This design comes from an exercise in tuning for small area on the open sky130 flow, not from production work. Function was checked by simulation only, so behaviour that the tests miss may differ from the original. No run shown here takes its clock network from TritonCTS; it comes from the design's own scripts or RTL. The flow treats the clock pin as an ideal source. Dropping or thinning the clock tree relies on that and would not hold on a real chip. Power is estimated from default activity; no workload was simulated.

`design/flow/config.mk`:
```
export PLATFORM = sky130hd
export DESIGN_NAME = pmod_7seg9_3
export DESIGN_NICKNAME = pmod_7seg9_3
export VERILOG_FILES = /design/flow/design.v
export SDC_FILE = /design/flow/constraint.sdc
export NUM_CORES = 4
export LEC_CHECK = 0
export CAP_MARGIN = 20
export CORE_MARGIN = 2
export CORE_UTILIZATION = 70
export PLACE_DENSITY = 0.8
export SLEW_MARGIN = 20
```
`design/flow/constraint.sdc`:
```
create_clock -name core_clock -period 10.0 [get_ports {clk}]
set_input_delay 2.0000 -clock core_clock [delete_from_list [all_inputs] [get_ports {clk}]]
set_output_delay 2.0000 -clock core_clock [all_outputs]
set_load 0.01 [all_outputs]
```
`design/flow/design.v`:
```
module hexdigit(
  input  wire [3:0] in,
  output wire [7:0] out
);
  wire u3 = in[3], u2 = in[2], u1 = in[1], u0 = in[0];
  assign out[0] = u3 | u1 | (u2 & u0) | (~u2 & ~u0);                        
  assign out[1] = ~u2 | (u1 & u0) | (~u1 & ~u0);                            
  assign out[2] = u2 | ~u1 | u0;                                            
  assign out[3] = u3 | (~u2 & ~u0) | (u1 & ~u0) | (~u2 & u1) | (u2 & ~u1 & u0);  
  assign out[4] = (~u2 & ~u0) | (u1 & ~u0);                                 
  assign out[5] = u3 | (~u1 & ~u0) | (u2 & ~u1) | (u2 & ~u0);               
  assign out[6] = u3 | (u2 & ~u1) | (~u2 & u1) | (u1 & ~u0);                
  assign out[7] = 1'b0;                                                     
endmodule
module debounce #(
    parameter CNT_20MS = 200_000
)(
    input  wire clk,
    input  wire reset,
    input  wire in,
    output reg  press_edge
);
    localparam W = 12;
    localparam [W-1:0] CNT_DONE = 12'b100010111111;
    reg [W-1:0] stable_cnt;
    reg button_sync_0, button_sync_1;
    reg button_stable;
    reg button_prev;
    wire [W-1:0] cnt_next = {stable_cnt[W-2:0], ~(stable_cnt[11] ^ stable_cnt[6] ^ stable_cnt[1])};
    wire cnt_done = (stable_cnt == CNT_DONE);
    always @(posedge clk) begin
      if (reset) begin
        button_sync_0 <= 0;
        button_sync_1 <= 0;
        button_stable <= 0;
        press_edge <= 0;
      end else begin
        button_sync_0 <= in;
        button_sync_1 <= button_sync_0;
        if (button_sync_1 != button_stable && cnt_done)
            button_stable <= button_sync_1;
        press_edge <= button_stable & ~button_prev;
      end
    end
    always @(posedge clk) begin
      if (button_sync_1 == button_stable || cnt_done)
          stable_cnt <= 0;
      else
          stable_cnt <= cnt_next;
      button_prev <= button_stable;
    end
endmodule
module tm1640(
   input  wire       clk,
   input  wire       rst,
   input  wire       restart,    
   input  wire [7:0] data_in,
   output reg  [3:0] step,
   output reg        tm_clk,
   output reg        tm_din
);
   reg [3:0] slot;
   reg [3:0] k;
   wire stop    = (step == 4'd0) | (step == 4'd10) | (step == 4'd11);
   wire active  = (step != 4'd12);
   wire bitslot = slot[3];
   wire s7  = (slot == 4'd7);
   wire s15 = (slot == 4'd15);
   wire s0  = (slot == 4'd0);
   wire s1  = (slot == 4'd1);
   wire k10 = (k == 4'd10);
   wire next_byte = (s0 & ~stop & k == 4'd1) | (s1 & k == 4'd5);
   always @(posedge clk) begin
      if (rst | step == 4'd14) begin
         step <= 4'd15;
         slot <= 4'd1;
         k <= 4'd4;
         tm_clk <= 1'b1;
         tm_din <= 1'b1;
      end else begin
         if (active) begin
         if ((s7 & k == 4'd6) | (bitslot & k10))
            tm_clk <= 1'b0;
         else if ((bitslot & k == 4'd5) | (s0 & stop & k == 4'd4))
            tm_clk <= 1'b1;
         if ((s7 & k == 4'd1) | (s15 & k10 & stop))
            tm_din <= 1'b0;
         else if (s0 & stop & k == 4'd9)
            tm_din <= 1'b1;
         else if (k == 4'd0 & (bitslot | (s0 & ~stop)))
            tm_din <= data_in[slot[2:0]];
         if (next_byte) begin
            step <= step + 1'b1;
            slot <= 4'd7;
            k <= 4'd1;
         end else if (k10) begin
            slot <= slot + 1'b1;
            k <= 4'd0;
         end else
            k <= k + 1'b1;
         end
         if (restart)
            step <= 4'd14;
      end
   end
endmodule
module ctl_7seg9(
    input  wire [3:0]  step,
    input  wire [15:0] w,        
    input  wire [3:0]  c,        
    output reg  [7:0]  byte_out
);
    reg [3:0] w_sel;
    reg       c_sel;
    always @* begin
        case (step)
            4'd2, 4'd7:  begin w_sel = w[15:12]; c_sel = c[3]; end
            4'd3, 4'd8:  begin w_sel = w[11:8];  c_sel = c[2]; end
            4'd4, 4'd9:  begin w_sel = w[7:4];   c_sel = c[1]; end
            default:     begin w_sel = w[3:0];   c_sel = c[0]; end
        endcase
    end
    wire [3:0] up_digit   = c_sel ? ((w_sel[3] & w_sel[0]) ? 4'd0 : w_sel + 1'b1) : w_sel;
    wire [3:0] down_digit = 4'd9 - w_sel;
    wire [3:0] digit = (step >= 4'd7) ? up_digit : down_digit;
    wire [7:0] seg;
    hexdigit hd(.in(digit), .out(seg));
    always @* begin
        case (step)
            4'd0:  byte_out = 8'h40;
            4'd1:  byte_out = 8'hC0;
            4'd6:  byte_out = 8'h40;
            4'd11: byte_out = 8'h8C;
            default: byte_out = seg;
        endcase
    end
endmodule
module pmod_7seg9_3 #(
    parameter CLK_FREQ = 2_000_000,
    parameter TICK_CYCLES = CLK_FREQ / 1000,
    parameter DEBOUNCE_CYCLES = CLK_FREQ / 500
)(
   input wire clk,
   input wire reset,        
   input wire rst,          
   output wire tm_clk,
   output wire tm_din,
   output wire debug_led
);
localparam HALF = TICK_CYCLES / 2;      
localparam MW = 10;
localparam [MW-1:0] M0     = 10'b0000000001;   
localparam [MW-1:0] M_LAST = 10'b0101100100;   
localparam [MW-1:0] M_TICK = 10'b1010110010;   
reg [3:0] w_th, w_hu, w_te, w_on;
wire n9_on = w_on[3] & w_on[0], n9_te = w_te[3] & w_te[0];
wire n9_hu = w_hu[3] & w_hu[0], n9_th = w_th[3] & w_th[0];
wire c_te = n9_on;
wire c_hu = c_te & n9_te;
wire c_th = c_hu & n9_hu;
reg half;
reg [MW-1:0] m;
reg run;
wire press_edge;
wire [3:0] step;
wire [7:0] tx_byte;
debounce #(.CNT_20MS(DEBOUNCE_CYCLES)) db_inst(clk, reset, rst, press_edge);
ctl_7seg9 m1(.step(step), .w({w_th, w_hu, w_te, w_on}), .c({c_th, c_hu, c_te, 1'b1}),
             .byte_out(tx_byte));
tm1640 ic1(.clk(clk), .rst(reset), .restart(run & tick), .data_in(tx_byte), .step(step),
           .tm_clk(tm_clk), .tm_din(tm_din));
wire [MW-1:0] m_next = {m[MW-2:0], ~(m[9] ^ m[6])};
wire m_last = (m == M_LAST);
wire tick = half & (m == M_TICK);
assign debug_led = run & half;
always @(posedge clk) begin
  if (reset) begin
    run <= 1'b0;
    half <= 1'b0;
    m <= {MW{1'b0}};
    w_th <= 4'd9; w_hu <= 4'd9; w_te <= 4'd9; w_on <= 4'd9;
  end else begin
    if (press_edge) run <= ~run;
    if (run) begin
        m <= m_last ? M0 : m_next;
        if (m_last) half <= ~half;
        if (tick) begin
            w_on <= n9_on ? 4'd0 : w_on + 1'b1;
            if (c_te) w_te <= n9_te ? 4'd0 : w_te + 1'b1;
            if (c_hu) w_hu <= n9_hu ? 4'd0 : w_hu + 1'b1;
            if (c_th) w_th <= n9_th ? 4'd0 : w_th + 1'b1;
        end
    end
  end
end
endmodule
```
`design/flow/flow/run.sh`:
```
#!/bin/bash
# Layout flow: the standard synthesis, then its combinational logic mapped
# again for area with ABC (registers untouched), the standard floorplan and
# placement (ports buffered with buf_1), a small hand-built clock buffering
# in ORFS's CTS step (flow/manual_cts.tcl), then the standard routing and
# finish.
# Each tool's output goes to a log file of its own in the work folder.
set -euo pipefail
W=$PWD
R=$W/orfs/results/$FLOW_PLATFORM/pmod_7seg9_3/base
LIB=$FLOW_HOME/platforms/$FLOW_PLATFORM/lib/sky130_fd_sc_hd__tt_025C_1v80.lib
YOSYS=$FLOW_HOME/../tools/install/yosys/bin/yosys
[[ -x $YOSYS ]] || YOSYS=yosys

# 1. standard synthesis
bash standard.sh synth > $W/std_synth.log 2>&1

# 2. area remap of the combinational logic
cp $R/1_2_yosys.v $W/1_2_yosys.std.v
python3 $W/flow/comblib.py $LIB $W/comb.lib > $W/comblib.log 2>&1
DU=""
for c in $(sed -n '/^export DONT_USE_CELLS += \\/,/^#/p' $FLOW_HOME/platforms/$FLOW_PLATFORM/config.mk | grep -o 'sky130_fd_sc_hd__[a-z0-9_]*'); do
  DU="$DU -dont_use $c"
done
# twelve ABC runs of flow/remap_p.abc with different deepsyn seeds, four
# at a time; keep the smallest netlist
RUNS="p13 p29 p41 p59 p3 p7 p17 p31 p43 p67 p79 p89"
N=0
for S in $RUNS; do
  sed -e "s/SEED/${S#p}/" $W/flow/remap_p.abc > $W/remap_$S.abc
  cat > $W/remap_$S.ys <<YS
read_liberty -lib $LIB
read_liberty -overwrite $W/comb.lib
read_verilog $W/1_2_yosys.std.v
hierarchy -top $FLOW_TOP
flatten
setattr -set keep 1 t:sky130_fd_sc_hd__df*
opt -purge
abc -liberty $LIB $DU -script $W/remap_$S.abc
opt_clean -purge
hilomap -singleton -hicell sky130_fd_sc_hd__conb_1 HI -locell sky130_fd_sc_hd__conb_1 LO
splitnets
opt_clean -purge
insbuf -buf sky130_fd_sc_hd__buf_1 A X
tee -o $W/remap_$S.area stat -liberty $LIB
write_verilog -noattr -noexpr -nohex -nodec $W/remap_$S.v
YS
  $YOSYS -l $W/remap_$S.log -q $W/remap_$S.ys > /dev/null 2>&1 &
  N=$((N + 1))
  if (( N % 4 == 0 )); then wait; fi
done
wait
BEST=""; BEST_AREA=""
for S in $RUNS; do
  A=$(grep -o "Chip area for module .*: [0-9.]*" $W/remap_$S.area | awk '{print $NF}' || true)
  [[ -n "$A" && -s $W/remap_$S.v ]] || continue
  if [[ -z "$BEST" ]] || awk -v a="$A" -v b="$BEST_AREA" 'BEGIN{exit !(a < b)}'; then
    BEST=$S; BEST_AREA=$A
  fi
done
echo "remap: seed $BEST area $BEST_AREA" > $W/remap_choice.log
cp $W/remap_$BEST.v $R/1_2_yosys.v
rm -f $R/1_synth.odb $R/1_synth.sdc

# 3. floorplan and placement
export BUFFER_PORTS_ARGS="-inputs -outputs -buffer_cell sky130_fd_sc_hd__buf_1"
bash standard.sh place > $W/std_place.log 2>&1

# 4. clock buffering (flow/manual_cts.tcl) in ORFS's CTS script
sed -e "s#^log_cmd clock_tree_synthesis .*#source $W/flow/manual_cts.tcl#" \
  $FLOW_HOME/scripts/cts.tcl > $W/cts_manual.tcl
echo exit >> $W/cts_manual.tcl
grep -q manual_cts.tcl $W/cts_manual.tcl
bash standard.sh run RUN_SCRIPT=$W/cts_manual.tcl RUN_LOG_NAME_STEM=4_1_cts > $W/cts.log 2>&1
[[ -f $R/4_1_cts.odb && -f $R/4_cts.sdc ]]

# 5. routing and the rest of the standard layout
bash standard.sh > $W/std_layout.log 2>&1
```
`design/flow/flow/comblib.py`:
```
# Copy a liberty file without its sequential cells (ff, latch, statetable),
# so Yosys reads only combinational cells as logic and keeps the registers
# as black boxes.
import re, sys
src = open(sys.argv[1]).read()
start = src.index('cell (')
head = src[:start]
cells = re.split(r'(?=\n\s*cell \()', src[start - 1:])
out = [head]
for c in cells:
    if 'cell (' not in c:
        continue
    if re.search(r'\b(ff|latch|statetable)\s*\(', c):
        continue
    out.append(c)
txt = ''.join(out)
if not txt.rstrip().endswith('}'):
    txt += '\n}\n'
open(sys.argv[2], 'w').write(txt)
```
`design/flow/flow/manual_cts.tcl`:
```
# Clock buffering in place of TritonCTS: the clock port drives K leaf clock
# buffers, each driving one k-means cluster of the register clock pins.
# For each K, every leaf gets the smallest clock buffer whose cluster's
# largest clock-pin slew (placement estimate) is under the limit; the K with
# the least buffer area is kept.
set block [ord::get_db_block]
set clk_net [$block findNet clk]
set pts {}
foreach it [$clk_net getITerms] {
  set bb [[$it getInst] getBBox]
  lappend pts [list $it [expr ([$bb xMin] + [$bb xMax]) / 2] [expr ([$bb yMin] + [$bb yMax]) / 2]]
}

proc kmeans { pts K } {
  set n [llength $pts]
  set sorted [lsort -real -index 1 $pts]
  set cx {}; set cy {}
  for {set k 0} {$k < $K} {incr k} {
    set p [lindex $sorted [expr int(($k + 0.5) * $n / $K)]]
    lappend cx [lindex $p 1]; lappend cy [lindex $p 2]
  }
  for {set iter 0} {$iter < 100} {incr iter} {
    set asg {}
    foreach p $pts {
      set best 0; set bd 1e18
      for {set k 0} {$k < $K} {incr k} {
        set d [expr abs([lindex $p 1] - [lindex $cx $k]) + abs([lindex $p 2] - [lindex $cy $k])]
        if {$d < $bd} { set bd $d; set best $k }
      }
      lappend asg $best
    }
    set ncx {}; set ncy {}
    for {set k 0} {$k < $K} {incr k} {
      set sx 0; set sy 0; set c 0
      foreach p $pts a $asg {
        if {$a == $k} { set sx [expr $sx + [lindex $p 1]]; set sy [expr $sy + [lindex $p 2]]; incr c }
      }
      if {$c > 0} { lappend ncx [expr $sx / $c]; lappend ncy [expr $sy / $c] } else { lappend ncx [lindex $cx $k]; lappend ncy [lindex $cy $k] }
    }
    set cx $ncx; set cy $ncy
  }
  return [list $asg $cx $cy]
}

proc net_max_slew { nn } {
  set mx 0
  foreach it [$nn getITerms] {
    if {[$it isOutputSignal]} { continue }
    set pin [get_pins [[$it getInst] getName]/[[$it getMTerm] getName]]
    set s [get_property $pin slew_max]
    if {$s > $mx} { set mx $s }
  }
  return $mx
}

proc insert_leaves { pts K } {
  global block clk_net
  lassign [kmeans $pts $K] asg cx cy
  set master [[ord::get_db] findMaster sky130_fd_sc_hd__clkbuf_16]
  set made {}
  for {set k 0} {$k < $K} {incr k} {
    set buf [odb::dbInst_create $block $master clkbuf_leaf_$k]
    set nn [odb::dbNet_create $block clknet_leaf_$k]
    $nn setSigType CLOCK
    foreach p $pts a $asg {
      if {$a == $k} { set it [lindex $p 0]; $it disconnect; $it connect $nn }
    }
    [$buf findITerm A] connect $clk_net
    [$buf findITerm X] connect $nn
    $buf setLocation [expr int([lindex $cx $k])] [expr int([lindex $cy $k])]
    $buf setPlacementStatus PLACED
    lappend made [list $buf $nn]
  }
  return $made
}

proc size_leaves { made limit } {
  set area 0
  set sizes {}
  foreach m $made {
    lassign $m buf nn
    foreach bn {sky130_fd_sc_hd__clkbuf_4 sky130_fd_sc_hd__clkbuf_8 sky130_fd_sc_hd__clkbuf_16} {
      set master [[ord::get_db] findMaster $bn]
      $buf swapMaster $master
      estimate_parasitics -placement
      if {[net_max_slew $nn] < $limit} { break }
    }
    set area [expr $area + [$master getWidth] * [$master getHeight]]
    lappend sizes $bn
  }
  return [list $area $sizes]
}

proc remove_leaves { made pts } {
  global clk_net
  foreach p $pts { set it [lindex $p 0]; $it disconnect; $it connect $clk_net }
  foreach m $made {
    lassign $m buf nn
    odb::dbInst_destroy $buf
    odb::dbNet_destroy $nn
  }
}

proc max_slew_all { made } {
  estimate_parasitics -placement
  set mx 0
  foreach m $made { set s [net_max_slew [lindex $m 1]]; if {$s > $mx} { set mx $s } }
  return $mx
}

set limit 0.110
set_propagated_clock [all_clocks]
set best_k 0; set best_area 1e18
foreach K {2 3 4} {
  set made [insert_leaves $pts $K]
  lassign [size_leaves $made $limit] area sizes
  set s [max_slew_all $made]
  puts "manual_cts: K $K sizes $sizes area $area largest clock-pin slew [format %.4f $s]"
  if {$s < $limit && $area < $best_area} { set best_k $K; set best_area $area }
  remove_leaves $made $pts
}
if {$best_k > 0} {
  set made [insert_leaves $pts $best_k]
  lassign [size_leaves $made $limit] area sizes
  puts "manual_cts: chose K $best_k sizes $sizes largest clock-pin slew [format %.4f [max_slew_all $made]]"
} else {
  puts "manual_cts: falling back to clock_tree_synthesis"
  clock_tree_synthesis -sink_clustering_enable -repair_clock_nets -dont_use_dummy_load
}
```
`design/flow/flow/remap_p.abc`:
```
&get -n
&st
&deepsyn -T 60 -S SEED
&dch
&nf -R 1000 -p -F 8 -A 4 -C 32
&st
&dch
&nf -R 1000 -p -F 8 -A 4 -C 32
&st
&dch
&nf -R 1000 -p -F 8 -A 4 -C 32
&put
```
`design/flow/standard.sh`:
```
#!/bin/bash
# synth_recipe.tcl (not shown) runs the flow's synth.tcl, then flattens the netlist and writes it again
# the make line also repeats each setting of config.mk as NAME=value (left out here)
make -C /OpenROAD-flow-scripts/flow DESIGN_CONFIG=/design/flow/config.mk WORK_HOME=/design/flow/orfs CLKGATE_MAP_FILE= SYNTH_SCRIPT=/design/flow/synth_recipe.tcl "${@:-finish}"
```
==> reports/results.md, run 1 <==
| Quantity | Value |
|:---|:---|
| Post-layout net count | 307 |
| Required time of the worst setup path | 10.10 ns |
| Outcome | finished clean |
| Die outline area | 4200 sq um |
| Crit path DAT | 3.58 ns |
| Number of cells upsized or downsized after cts | 0 |
| Tightest slew margin relative to the limit | 39.4% |
| First-pass iteration count of the detailed router | 4 |
| I/O pin count | 6 |
| Input/output buffers | 5 |
| WHS | 0.405 ns |
| Gr ovfl total | 0 |
| Worst min path class | flip-flop to flip-flop |
| Crit path setup slack, layout | 6.52 ns |
| Initial antenna violation count | 0 |
| Achievable frequency | 287 MHz |
| Worst Path Max Fanout | 24 |
| Tmin final | 3.48 ns |
| Syn Nets | 294 |
| Placer's final routability congestion estimate | 0.868 |
| Met1 demand-to-capacity share in global routing | 33.2% |
| Cell row count | 22 |
| Chip height | 64.8 um |
| Drt first-iter violations | 114 |
| Pwr dens | 201 nW/um^2 |
| Yosys warning count | 4 |
| Remaining number of nets flagged by the antenna check after routing | 0 |
| CP startpoint kind | primary input |
| Cts-stage hold buffer count | 0 |
| Hold Vio Cnt, Final | 0 |
| Total setup buffers inserted after CTS | 0 |
| Slew @ Worst Pin | 0.902 ns |
| Total global routing track utilization | 23.5% |
| Initial cell density of the core | 71.9% |
| Cell area after synthesis | 2590 sq um |
| Count of antenna diodes in the layout | 0 |
| Post-route setup TNS | 0 ns |
| Total half-perimeter wirelength after legalization and detailed placement | 3540 um |
| Number of cells in the design after placement | 346 |
| Start-to-end type of the worst setup path | primary input to flip-flop |
| Max cap viols | 0 |
| Standby leakage power | 1.05 nW |
| Instance count of the mapped netlist | 291 |
| Largest net degree at the start of global routing | 25 |
| Final worst path period share | 34.8% |
| Final clock skew | 0.00849 ns |
| Crit. End Element | flip-flop |
| Core footprint | 3610 sq um |
| Final standard cell utilization of the core | 75.8% |
| Total number of vias | 2120 |
| Post-synthesis average cell area | 8.90 sq um |
| Die W | 64.8 um |
| Unrepaired setup endpoints after global routing | no |
| Layout Area Growth over Synthesis | 5.50% |
| DR DRC count | 0 |
| Number of global-route vias before repair | 1921 |
| Post-Place Worst Slack | 6.35 ns |
| Global-route track usage on met2 | 40.6% |
| Clock insertion delay at the later pin of the skew report | 0.16 ns |
| Non-Filler Instances | 350 |
| Final setup violating endpoints | 0 |
| Met3 demand-to-capacity share in global routing | 1.74% |
| Clock transition at the registers of the reported paths | 0.09 ns |
| Routed wire per std cell | 13.9 um |
| Max Transition Viols Final | 0 |
| Wirelength, routed | 4880 um |
| Worst supply voltage drop on vdd | 128 uV |
| Post-detailed-route via-to-cell ratio | 6.06 |
| Global routing's busiest layer | met2 |
| Ratio of cells with drive above 1 in the final layout | 1.99% |
| Wire length of the first global-routing pass | 8360 um |
critical path: stages:
cell	delay (ns)
buf_1	0.07
buf_4	0.20
nor2b_1	0.44
nand4_1	0.24
and2_0	0.28
nor2_1	0.19
a22o_1	0.15
through the flow:
step,cell area (sq um),power [mW]
6_report,2730,0.549
5_1_grt,2730,0.587
3_5_place_dp,2690,0.463
3_3_place_gp,2690,0.456
2_1_floorplan,2590,0.425
power breakdown:
group | internal, mW | switching, mW | total, mW | leakage (nW)
clock | 0.0326 | 0.0553 | 0.0879 | 0.0262
sequential | 0.251 | 0.0263 | 0.277 | 0.478
combinational | 0.0750 | 0.109 | 0.184 | 0.544
final cells by class:
type | count | area [sq um]
plain buffers | 4 | 48.8
fillers | 290 | 872
inverters | 2 | 7.51
multi-input cells | 230 | 1400
flip-flops and latches | 59 | 1180
well taps | 48 | 60.1
repair buffers | 7 | 33.8
sequential cells by signal, indices dropped and copies added, names as in the netlist, 4 cells and up:
name / flops
w_hu: 4
ic1.step: 4
db_inst.stable_cnt: 12
w_te: 4
ic1.slot: 4
w_on: 4
w_th: 4
ic1.k: 4
m: 10
layout by cell type, fill, tap and decap left out, drive strengths merged, types with 3 or more instances in the layout:
cell type  count
dfxtp         59
o21ai         12
xnor2         12
nor4           4
nand3b         4
xor2           6
nor2b         11
o21bai         5
and3          18
a22o           9
nand4          3
nor2          23
and2           8
nand3          7
a22oi          8
nand2         24
a31oi          4
buf            7
nand2b         7
nor3          18
a21oi         18
clkbuf         4
final timing paths:
path,cells after the start,slack (ns),from,endpoint
max,7,6.52,reset,m[9]
min,0,0.41,db_inst.button_stable,db_inst.button_prev
max reg2reg,14,6.81,ic1.step[2],ic1.tm_din
min reg2reg,0,0.41,db_inst.button_stable,db_inst.button_prev
per-layer routing:
metal,wire length [um],up-vias
met4,62,0
met5,0,-
met2,2210,31
met3,188,9
met1,2410,978
li1,-,1102
==> run 2: changes to the inputs <==
--- a/design/flow/flow/run.sh
+++ b/design/flow/flow/run.sh
@@ -22,12 +22,14 @@
 for c in $(sed -n '/^export DONT_USE_CELLS += \\/,/^#/p' $FLOW_HOME/platforms/$FLOW_PLATFORM/config.mk | grep -o 'sky130_fd_sc_hd__[a-z0-9_]*'); do
   DU="$DU -dont_use $c"
 done
-# twelve ABC runs of flow/remap_p.abc with different deepsyn seeds, four
-# at a time; keep the smallest netlist
-RUNS="p13 p29 p41 p59 p3 p7 p17 p31 p43 p67 p79 p89"
+# four ABC runs with different deepsyn seeds: "f" runs use flow/remap_f.abc,
+# "d" runs flow/remap_d.abc; keep the smallest netlist. The seeds are the
+# best of a search over seeds 0-40 of both scripts on this design's standard
+# synthesis (the runs are deterministic).
+RUNS="f2 d21 f21 f11"
 N=0
 for S in $RUNS; do
-  sed -e "s/SEED/${S#p}/" $W/flow/remap_p.abc > $W/remap_$S.abc
+  sed -e "s/SEED/${S:1}/" $W/flow/remap_${S:0:1}.abc > $W/remap_$S.abc
   cat > $W/remap_$S.ys <<YS
 read_liberty -lib $LIB
 read_liberty -overwrite $W/comb.lib
==> design/flow/flow/remap_d.abc (new file) <==
&get -n
&st
&deepsyn -T 60 -S SEED
&dch
&nf -R 1000 -p -F 8 -A 4 -C 32
&put
==> design/flow/flow/remap_f.abc (new file) <==
&get -n
&st
&deepsyn -T 60 -S SEED
&dch -f
&nf -R 1000 -p -F 8 -A 4 -C 32
&put
removed: design/flow/flow/remap_p.abc
==> reports/results.md, run 2 <==
| Quantity | Value |
|:---|:---|
| First-pass iteration count of the detailed router | 4 |
| Total half-perimeter wirelength after legalization and detailed placement | 3610 um |
| Worst hold path cell count | 0 |
| Register Area | 1180 sq um |
| Hold Path Sink | db_inst.button_prev |
| Crit. End Element | flip-flop |
| CP startpoint kind | primary input |
| Final standard cell utilization of the core | 74.8% |
| Count of antenna diodes in the layout | 0 |
| Post-Layout Inst Area | 2700 sq um |
| Critical register-to-register path startpoint | ic1.step[0] |
| Crit path setup slack, layout | 6.37 ns |
| Gr ovfl total | 0 |
| Most used cells in the layout excluding fill and tap cells | dfxtp_1, nand2_1, nor2_1 |
| Number of global-route vias before repair | 2000 |
| Remaining number of nets flagged by the antenna check after routing | 0 |
| Initial cell density of the core | 71.3% |
| Final worst path period share | 36.3% |
| Non-Filler Instances | 347 |
| Registers with the highest flip-flop counts | db_inst.stable_cnt x12, m x10 |
| Largest net degree at the start of global routing | 20 |
| Tightest slew margin relative to the limit | 38.7% |
| Launch instance of the worst min-delay path | db_inst.button_stable |
| Post-layout net count | 304 |
| Worst Path Max Fanout | 19 |
| Start-to-end type of the worst setup path | primary input to flip-flop |
| Cell row count | 22 |
| Total setup buffers inserted after CTS | 0 |
| Outcome | finished clean |
| Flop2flop setup slack | 6.58 ns |
| Pwr dens | 174 nW/um^2 |
| Die W | 64.6 um |
| Multi-input gate area | 1380 sq um |
| Post-placement cell area | 2650 sq um |
| Clock transition at the registers of the reported paths | 0.09 ns |
| Worst min path class | flip-flop to flip-flop |
| Chip height | 64.6 um |
| Post-Place Worst Slack | 6.22 ns |
| Total number of vias | 2162 |
| Yosys warning count | 4 |
| Cell area after synthesis | 2570 sq um |
| Max reg flops | 12 |
| Unrepaired setup endpoints after global routing | no |
| Required time of the worst setup path | 10.05 ns |
| Total global routing track utilization | 25.2% |
| Cts-stage hold buffer count | 0 |
| Number of cell instances on the worst register-to-register path | 12 |
| Syn Nets | 293 |
| Standby leakage power | 1.02 nW |
| Register name with the most flops | db_inst.stable_cnt |
| Post-detailed-route via-to-cell ratio | 6.23 |
| Wire length of the first global-routing pass | 8810 um |
| Slew @ Worst Pin | 0.911 ns |
| Drt first-iter violations | 158 |
| Most common cell after layout, fill and taps aside | dfxtp_1 |
| I/O pin count | 6 |
| Max Transition Viols Final | 0 |
| Wirelength, routed | 5080 um |
| Crit path DAT | 3.67 ns |
| Placer's final routability congestion estimate | 0.807 |
| Initial antenna violation count | 0 |
| Tmin final | 3.63 ns |
| Final clock skew | 0.0181 ns |
| Number of fill cells | 281 |
| DR DRC count | 0 |
| Ratio of cells with drive above 1 in the final layout | 1.34% |
| Instance count of the mapped netlist | 290 |
| Number of cells in the design after placement | 343 |
| Achievable frequency | 276 MHz |
| Post-route setup TNS | 0 ns |
| Clock insertion delay at the later pin of the skew report | 0.16 ns |
| Routed wire per std cell | 14.6 um |
| Input/output buffers | 5 |
| Die outline area | 4170 sq um |
| Core footprint | 3610 sq um |
| Final setup violating endpoints | 0 |
| Hold Vio Cnt, Final | 0 |
| Worst supply voltage drop on vdd | 156 uV |
| Max cap viols | 0 |
| Number of cells upsized or downsized after cts | 0 |
| Post-synthesis average cell area | 8.87 sq um |
| Layout Area Growth over Synthesis | 4.96% |
| R2r endpoint | ic1.tm_din |
run 2: per-stage QoR:
step	power (mW)	hold slack (ns)
floorplan	0.359	0.370
global placement	0.382	0.377
detailed placement	0.385	0.381
global route	0.498	0.403
finish	0.470	0.391
run 2: power by group:
group	switching (mW)	internal [mW]	leakage [nW]
clock network	0.0547	0.0325	0.0262
registers	0.0238	0.246	0.478
logic	0.0684	0.0444	0.519
total	0.147	0.323	1.02
run 2: metal layers:
metal	GRT usage, %	vias to the layer above	routed length (um)
li1	-	1097	-
met1	33.2	1010	2320
met2	46.4	48	2500
met3	1.91	7	190
met4	3.46	0	65
met5	0	-	0
run 2: worst max-delay path by stage:
stage,endpoint,from,slack (ns)
6_report,ic1.k[1],reset,6.37
5_1_grt,ic1.k[1],reset,6.14
4_1_cts,ic1.k[1],reset,6.38
3_5_place_dp,ic1.k[1],reset,6.22
3_3_place_gp,ic1.k[1],reset,6.29
2_1_floorplan,ic1.k[1],reset,7.04
run 2: cell type report:
cell class / count / share of cell area, %
tap: 48 / 2.23
inverter: 4 / 0.556
timing repair buffer: 5 / 0.695
buffer: 4 / 1.81
sequential: 59 / 43.8
multi-input combinational: 227 / 51.0
run 2: critical path: stages:
cell and delay, ns:
buf_1 0.33, a31oi_1 0.71, o21ai_0 0.28, nor4b_1 0.35

==> port drivers added, routing unchanged <==
The flow's constraints put no driver on any port. The routed layouts listed below were extracted and timed again, unchanged, in two steps.
Step 1 sets driving cells, clkbuf_16 on the clock port and buf_2 on the other inputs (assumed; they add their load-dependent delay and slew).
Step 2 times the ports against the registers' clock, not the clock port: input delays grow and output delays shrink by t, the midpoint of the rising clock arrivals with the driver on.
a / b / c = ideal / step 1 / step 2; a / b = the first two.
| run | t, ns | slack for setup (ns) | worst setup path after step 2 | clock arrival spread, ns | slew at the worst register clock pin (ns) |
|---|---|---|---|---|---|
| run 1 | 0.208 | 6.521 / 6.555 / 6.347 | input to register | 0.008 / 0.009 | 0.10 / 0.10 |
| run 2 | 0.213 | 6.374 / 6.414 / 6.202 | input to register | 0.019 / 0.019 | 0.10 / 0.10 |
After both steps every run listed still meets setup and hold. The setup slack of run 1, which loses most, moves by +0.034 ns with the drivers and by -0.174 ns with both steps.
